What follows belongs to an exercise in optimizing a design on an open flow for small area, a short achievable clock period and few clock cycles; a production flow would make more cautious choices. Where RTL was checked, it was by simulation tests only, not by an equivalence proof against the original. Power figures rest on the tool's default switching activity, not on a simulated workload.

Design MultiCycleCPU, start of the top module:
module MultiCycleCPU (reset, clk, mem_addr, mem_wdata, mem_we, mem_rdata);
export LEC_CHECK = 0
export CAP_MARGIN = 30
export CORE_MARGIN = 2
export CORE_UTILIZATION = 40
export SLEW_MARGIN = 30
export SYNTH_HIERARCHICAL = 1
export TNS_END_PERCENT = 5
create_clock -name core_clock -period 9.0 [get_ports {clk}]
standard.sh (not shown) runs the stock make flow with config.mk's settings and CLKGATE_MAP_FILE= SYNTH_SCRIPT=/design/flow/synth_recipe.tcl, a recipe that flattens the netlist after the stock synthesis.
==> flow/flow/run.sh <==
#!/bin/bash
# The standard layout (standard.sh), with two changes to how timing is
# repaired: the port buffers that global placement inserts on every input and
# output are sky130_fd_sc_hd__buf_4 cells instead of the delay cells
# buffer_ports picks by default, and the resizer may change a cell's drive
# strength even when that changes its width (MATCH_CELL_FOOTPRINT=0), and
# timing repair aims for a setup slack of 6 ns at the design's clock period.
# All of make's output goes to standard.log in this folder; ORFS's per-step
# logs are under orfs/logs/.
set -euo pipefail
bash standard.sh "BUFFER_PORTS_ARGS=-buffer_cell sky130_fd_sc_hd__buf_4" MATCH_CELL_FOOTPRINT=0 SETUP_SLACK_MARGIN=6 finish > standard.log 2>&1
Testbench counts at the start, summed over its fixed seeds: cycles 111,946.
Change:
--- a/flow/design.v
+++ b/flow/design.v
@@ -77,18 +77,17 @@
     reg        mem_ld;      
     reg [4:0]  mem_rd;      
     reg        st_we;
     reg        ex_valid;
     reg [31:0] ir;
     reg [31:0] ex_pc4;      
     reg [31:0] ra, rb;      
     reg [31:0] opb;         
-    reg        d_useimm;
-    reg        d_sub, d_shl;    
+    reg        d_sub, d_useimm, d_shl;
     reg        d_wen;       
     reg [4:0]  d_wreg;
     reg        wb_we;
     reg [4:0]  wb_reg;
     reg [31:0] wb_data;
     assign mem_addr  = maddr;
     assign mem_we    = st_we;
     assign mem_wdata = wb_data;    
@@ -222,34 +221,31 @@
                 st_we   <= is_sw;
             end else if (f_isj) begin
                 maddr <= jtarget_f;
             end else begin
                 maddr <= pc4f;
             end
         end
     end
-    wire d_sub_n, d_shl_n;
-    RfHold sub_hold(.we(!mem_cyc), .nwe(mem_cyc), .d(f_sub), .q(d_sub), .y(d_sub_n));
-    RfHold shl_hold(.we(!mem_cyc), .nwe(mem_cyc), .d(f_r && (f_fn == 6'h00)), .q(d_shl), .y(d_shl_n));
     always @(posedge clk) begin
-        d_sub <= d_sub_n;
-        d_shl <= d_shl_n;
         ra  <= ra_n;
         rb  <= rb_n;
         opb <= opb_n;
         if (mem_cyc) begin
             wb_reg  <= mem_rd;
             wb_data <= mem_rdata;
         end else begin
             wb_reg   <= d_wreg;
             wb_data  <= alu_res;
             ir       <= inst;
             ex_pc4   <= pc4f;
+            d_sub    <= f_sub;
             d_useimm <= f_useimm;
+            d_shl    <= f_r && (f_fn == 6'h00);
             d_wen    <= f_writes && (f_wreg != 5'd0);
             d_wreg   <= f_wreg;
             if (to_mem) begin
                 mem_ld  <= is_lw;
                 mem_rd  <= ir_rt;
             end
         end
     end
After rerunning:
- count of clock-buffer cells in the layout rises by 7
- combinational power rises by about 4%
- setup slack degrades by 0.23 ns
- utilization falls by 1.2 points
- cell area falls by 2.5%
- hold slack degrades by 0.0036 ns
- global-route usage falls by 2.9 points
- non-clock buffer count falls by 100
- total power rises by 1.2%
- routed wire length falls by 6.3%
- synthesized area hardly moves
- sequential share of layout area rises by 0.88 points
- fmax falls by 6.0%
Testbench counts after the change, summed over its fixed seeds: cycles 111,946.

---

== job 101 ==
MultiCycleCPU, a different RTL version from the one above (not shown whole).
For scale: about 5900 cells after synthesis, ~61000 um2 of cells after synthesis.
export LEC_CHECK = 0
export CAP_MARGIN = 30
export CORE_MARGIN = 2
export CORE_UTILIZATION = 40
export SLEW_MARGIN = 30
export SYNTH_HIERARCHICAL = 1
export TNS_END_PERCENT = 1
create_clock -name core_clock -period 9.0 [get_ports {clk}]
==> flow/flow/run.sh <==
#!/bin/bash
# The standard layout (standard.sh), with two changes to how timing is
# repaired: the port buffers that global placement inserts on every input and
# output are sky130_fd_sc_hd__buf_4 cells instead of the delay cells
# buffer_ports picks by default, and the resizer may change a cell's drive
# strength even when that changes its width (MATCH_CELL_FOOTPRINT=0), and
# timing repair aims for a setup slack of 6.5 ns at the design's clock period.
# All of make's output goes to standard.log in this folder; ORFS's per-step
# logs are under orfs/logs/.
set -euo pipefail
bash standard.sh "BUFFER_PORTS_ARGS=-buffer_cell sky130_fd_sc_hd__buf_4" MATCH_CELL_FOOTPRINT=0 SETUP_SLACK_MARGIN=6.5 finish > standard.log 2>&1
Inputs modified between job 101 and job 105:
--- a/flow/design.v
+++ b/flow/design.v
@@ -1,46 +1,41 @@
-module RegisterFile(reset, clk, we, wa, wd, ra1, ra2, rn1, rn2, rv1, rv2);
+module RegisterFile(reset, clk, we, wa, wd, ra1, ra2, rn1, rn2);
     input reset;
     input clk;
     input we;
     input [4:0] wa;
     input [31:0] wd;
     input [4:0] ra1;
     input [4:0] ra2;
     output [351:0] rn1;
     output [351:0] rn2;
-    output rv1;
-    output rv2;
     reg [31:0] data [1:31];
     reg [31:1] vld;
     integer i;
     always @(posedge reset or posedge clk) begin
         if (reset)
             vld <= 31'd0;
         else if (we && wa != 5'd0)
             vld[wa] <= 1'b1;
     end
-    wire [31:0] vld0 = {vld, 1'b0};
-    assign rv1 = vld0[ra1];
-    assign rv2 = vld0[ra2];
     wire [3:0] lo1 = 4'b0001 << ra1[1:0];
     wire [7:0] hi1 = 8'b00000001 << ra1[4:2];
     wire [3:0] lo2 = 4'b0001 << ra2[1:0];
     wire [7:0] hi2 = 8'b00000001 << ra2[4:2];
     wire [31:1] s1, s2;
     wire [31:1] wsel;
     genvar r, b, g;
     generate
         for (r = 1; r < 32; r = r + 1) begin : row
-            assign s1[r] = hi1[r / 4] && lo1[r % 4];
-            assign s2[r] = hi2[r / 4] && lo2[r % 4];
+            assign s1[r] = hi1[r / 4] && lo1[r % 4] && vld[r];
+            assign s2[r] = hi2[r / 4] && lo2[r % 4] && vld[r];
             assign wsel[r] = we && (wa == r);
             wire nsel = !wsel[r];
             for (b = 0; b < 32; b = b + 1) begin : bt
                 wire dn;
                 RfHold hold(.we(wsel[r]), .nwe(nsel), .d(wd[b]), .q(data[r][b]), .y(dn));
                 always @(posedge clk) data[r][b] <= dn;
             end
         end
         for (b = 0; b < 32; b = b + 1) begin : col
             wire [31:1] d;
             for (r = 1; r < 32; r = r + 1) begin : din
@@ -164,35 +159,33 @@
     wire [31:0] f_imm = f_lui  ? {inst[15:0], 16'h0000} :
                         f_andi ? {16'h0000, inst[15:0]} :
                                  {{16{inst[15]}}, inst[15:0]};
     wire f_jal  = (f_op == 6'h03);
     wire f_writes = (f_r && f_fn != 6'h08) || (f_op[5:3] == 3'b001) || f_jal;
     wire [4:0] f_wreg = f_jal ? 5'd31 : f_r ? f_rd : f_rt;
     wire bpe_a = ex_valid && d_wen && (d_wreg == f_rs);
     wire bpe_b = ex_valid && d_wen && (d_wreg == f_rt);
     wire bpw_a = wb_we && (wb_reg == f_rs);
     wire bpw_b = wb_we && (wb_reg == f_rt);
     wire [351:0] rn_a, rn_b;
-    wire rv_a, rv_b;
     RegisterFile RegisterFile(.reset(reset), .clk(clk), .we(wb_we), .wa(wb_reg), .wd(wb_data),
-                              .ra1(f_rs), .ra2(f_rt), .rn1(rn_a), .rn2(rn_b),
-                              .rv1(rv_a), .rv2(rv_b));
+                              .ra1(f_rs), .ra2(f_rt), .rn1(rn_a), .rn2(rn_b));
     wire ld_fwd = mem_ld && (mem_rd != 5'd0);
     wire ld_a = ld_fwd && (mem_rd == ir[25:21]);
     wire ld_b = ld_fwd && (mem_rd == ir[20:16]);
     wire fa_alu = !mem_cyc && bpe_a;
     wire fa_wb  = !mem_cyc && !bpe_a && bpw_a;
-    wire fa_rf  = !mem_cyc && !bpe_a && !bpw_a && rv_a;
+    wire fa_rf  = !mem_cyc && !bpe_a && !bpw_a;
     wire fb_alu = !mem_cyc && bpe_b;
     wire fb_wb  = !mem_cyc && !bpe_b && bpw_b;
-    wire fb_rf  = !mem_cyc && !bpe_b && !bpw_b && rv_b;
+    wire fb_rf  = !mem_cyc && !bpe_b && !bpw_b;
     wire fo_imm = !mem_cyc && f_useimm;
     wire fo_ld  = mem_cyc && ld_b && !d_useimm;
     wire [31:0] ra_x  = ({32{mem_cyc && ld_a}} & mem_rdata) | ({32{mem_cyc && !ld_a}} & ra) |
                         ({32{fa_wb}} & wb_data);
     wire [31:0] rb_x  = ({32{mem_cyc && ld_b}} & mem_rdata) | ({32{mem_cyc && !ld_b}} & rb) |
                         ({32{fb_wb}} & wb_data);
     wire [31:0] opb_x = ({32{fo_ld}} & mem_rdata) | ({32{mem_cyc && !fo_ld}} & opb) |
                         ({32{fb_wb && !f_useimm}} & wb_data) | ({32{fo_imm}} & f_imm);
     wire [31:0] ra_n, rb_n, opb_n;
     genvar k;
     generate
==> comparison <==
Across job 105 and job 101, none had a timing, DRC or antenna violation. Against job 101, job 105 reports a power in sequential cells that is higher. Arrival time of data at the critical path endpoint: job 105 vs job 101 down 0.17 ns. Compared with job 101, in job 105 number of antenna violations at the first check in global routing has decreased; area after synthesis has remained practically unchanged. From job 101 to job 105 the numbers moved as follows: final wirelength was more or less identical, number of stages on the worst setup path went up by 1. Compared with job 101, in job 105 cell area after layout did not really move, power dissipated by switching net loads went down 0.36%, global-route wire length before repair held steady.
Testbench counts of job 105, summed over its fixed seeds: cycles 111,946.
Only the layout flow was run in job 101; the RTL was not checked for function there.

---

MultiCycleCPU, a different RTL version from the one above (not shown whole).
Size in the first run: about 5,800 cells after synthesis, about 1,300 flip-flops, roughly 99 I/O pins, roughly 0.061 sq mm of cells after synthesis.
clock: 9.0 ns
lec_check: 0
cap_margin: 30
core_margin: 2
core_utilization: 40
setup_slack_margin: 5
slew_margin: 30
synth_hierarchical: 1
run.sh (not shown) runs the stock make flow with config.mk's settings and CLKGATE_MAP_FILE= SYNTH_SCRIPT=/design/flow/synth_recipe.tcl, a recipe that flattens the netlist after the stock synthesis.
Stock flow here: none of the scripts above is used.
Then changed:
--- a/flow/design.v
+++ b/flow/design.v
@@ -163,43 +163,49 @@
     wire [4:0] f_wreg = f_jal ? 5'd31 : f_r ? f_rd : f_rt;
     wire bpe_a = ex_valid && d_wen && (d_wreg == f_rs);
     wire bpe_b = ex_valid && d_wen && (d_wreg == f_rt);
     wire bpw_a = wb_we && (wb_reg == f_rs);
     wire bpw_b = wb_we && (wb_reg == f_rt);
     wire [351:0] rn_a, rn_b;
     RegisterFile RegisterFile(.reset(reset), .clk(clk), .we(wb_we), .wa(wb_reg), .wd(wb_data),
                               .ra1(f_rs), .ra2(f_rt), .rn1(rn_a), .rn2(rn_b));
     wire ld_fwd = mem_ld && (mem_rd != 5'd0);
     wire ld_a = ld_fwd && (mem_rd == ir[25:21]);
     wire ld_b = ld_fwd && (mem_rd == ir[20:16]);
-    function [31:0] opsel(input s_ld, input s_hold, input s_alu, input s_wb, input s_imm,
-                          input s_rf, input [31:0] hold, input [31:0] alu, input [351:0] rn);
-        integer k;
-        for (k = 0; k < 32; k = k + 1)
-            opsel[k] = (s_ld & mem_rdata[k]) | (s_hold & hold[k]) | (s_alu & alu[k]) |
-                       (s_wb & wb_data[k]) | (s_imm & f_imm[k]) | (s_rf & ~&rn[11*k +: 11]);
-    endfunction
     wire fa_alu = !mem_cyc && bpe_a;
     wire fa_wb  = !mem_cyc && !bpe_a && bpw_a;
     wire fa_rf  = !mem_cyc && !bpe_a && !bpw_a;
     wire fb_alu = !mem_cyc && bpe_b;
     wire fb_wb  = !mem_cyc && !bpe_b && bpw_b;
     wire fb_rf  = !mem_cyc && !bpe_b && !bpw_b;
     wire fo_imm = !mem_cyc && f_useimm;
     wire fo_ld  = mem_cyc && ld_b && !d_useimm;
-    wire [31:0] ra_n  = opsel(mem_cyc && ld_a, mem_cyc && !ld_a, fa_alu, fa_wb, 1'b0, fa_rf,
-                              ra, alu_res, rn_a);
-    wire [31:0] rb_n  = opsel(mem_cyc && ld_b, mem_cyc && !ld_b, fb_alu, fb_wb, 1'b0, fb_rf,
-                              rb, alu_res, rn_b);
-    wire [31:0] opb_n = opsel(fo_ld, mem_cyc && !fo_ld, fb_alu && !f_useimm, fb_wb && !f_useimm,
-                              fo_imm, fb_rf && !f_useimm, opb, alu_res, rn_b);
+    wire [31:0] ra_x  = ({32{mem_cyc && ld_a}} & mem_rdata) | ({32{mem_cyc && !ld_a}} & ra) |
+                        ({32{fa_wb}} & wb_data);
+    wire [31:0] rb_x  = ({32{mem_cyc && ld_b}} & mem_rdata) | ({32{mem_cyc && !ld_b}} & rb) |
+                        ({32{fb_wb}} & wb_data);
+    wire [31:0] opb_x = ({32{fo_ld}} & mem_rdata) | ({32{mem_cyc && !fo_ld}} & opb) |
+                        ({32{fb_wb && !f_useimm}} & wb_data) | ({32{fo_imm}} & f_imm);
+    wire [31:0] ra_n, rb_n, opb_n;
+    genvar k;
+    generate
+        for (k = 0; k < 32; k = k + 1) begin : opf
+            OpFinal fa(.m0(~&rn_a[11*k +: 4]), .m1(~&rn_a[11*k+4 +: 4]), .m2(~&rn_a[11*k+8 +: 3]),
+                       .s(fa_rf), .a(alu_res[k]), .t(fa_alu), .x(ra_x[k]), .y(ra_n[k]));
+            OpFinal fb(.m0(~&rn_b[11*k +: 4]), .m1(~&rn_b[11*k+4 +: 4]), .m2(~&rn_b[11*k+8 +: 3]),
+                       .s(fb_rf), .a(alu_res[k]), .t(fb_alu), .x(rb_x[k]), .y(rb_n[k]));
+            OpFinal fo(.m0(~&rn_b[11*k +: 4]), .m1(~&rn_b[11*k+4 +: 4]), .m2(~&rn_b[11*k+8 +: 3]),
+                       .s(fb_rf && !f_useimm), .a(alu_res[k]), .t(fb_alu && !f_useimm),
+                       .x(opb_x[k]), .y(opb_n[k]));
+        end
+    endgenerate
     always @(posedge reset or posedge clk) begin
         if (reset) begin
             maddr    <= 32'd0;
             mem_cyc  <= 1'b0;
             st_we    <= 1'b0;
             ex_valid <= 1'b0;
             wb_we    <= 1'b0;
         end else if (mem_cyc) begin
             mem_cyc <= 1'b0;
             st_we   <= 1'b0;
             wb_we   <= ld_fwd;
@@ -236,11 +242,16 @@
             d_useimm <= f_useimm;
             d_shl    <= f_r && (f_fn == 6'h00);
             d_wen    <= f_writes && (f_wreg != 5'd0);
             d_wreg   <= f_wreg;
             if (to_mem) begin
                 mem_ld  <= is_lw;
                 mem_rd  <= ir_rt;
             end
         end
     end
 endmodule
+module OpFinal(m0, m1, m2, s, a, t, x, y);
+    input m0, m1, m2, s, a, t, x;
+    output y;
+    assign y = (s & (m0 | m1 | m2)) | (t & a) | x;
+endmodule
Combinational power came out lower by 25%; clock-buffer cell count came out lower by 2; setup slack improved by 0.17 ns; cell area came out lower by 3.1%; synthesized area stays flat; global-route usage came out lower by 4.0 points; synthesized cell count stays flat; utilization came out lower by 1.5 points.
Testbench counts after the change, summed over its fixed seeds: cycles 111,946.
No functional check of the RTL was part of the first run of this note.

-- what the ideal ports hide --
In the flow no input, the clock included, has a driving cell. The finished layouts below were timed again as built, in two steps.
Step 1 sets driving cells, clkbuf_16 on the clock port and buf_2 on the other inputs (assumed; they add their load-dependent delay and slew).
Step 2, shift: input delay + t, output delay - t, t = (earliest + latest rising clock arrival at the registers) / 2. This alone moves slack from input paths to output paths.
Slacks: no drivers / after step 1 / after step 2; pairs: no drivers / after step 1.
| run | shift t [ns] | setup WS [ns] | worst setup path after step 2 |
|---|---|---|---|
| the first run of note 1 | 0.889 | 5.321 / 5.282 / 4.393 | input to register |
| the second run of note 1 | 0.867 | 5.087 / 5.100 / 4.264 | input to register |
| job 101 | 0.903 | 5.029 / 5.047 / 4.144 | input to register |
| job 105 | 0.890 | 5.239 / 5.296 / 4.406 | input to register |
| the first run of note 3 | 0.890 | 4.541 / 4.590 / 3.700 | input to register |
| the second run of note 3 | 0.891 | 4.714 / 4.766 / 3.875 | input to register |
After both steps setup and hold are still met in every run listed. For the first run of note 1, which loses most, drivers alone change the setup slack by -0.039 ns; drivers and shift together by -0.928 ns.
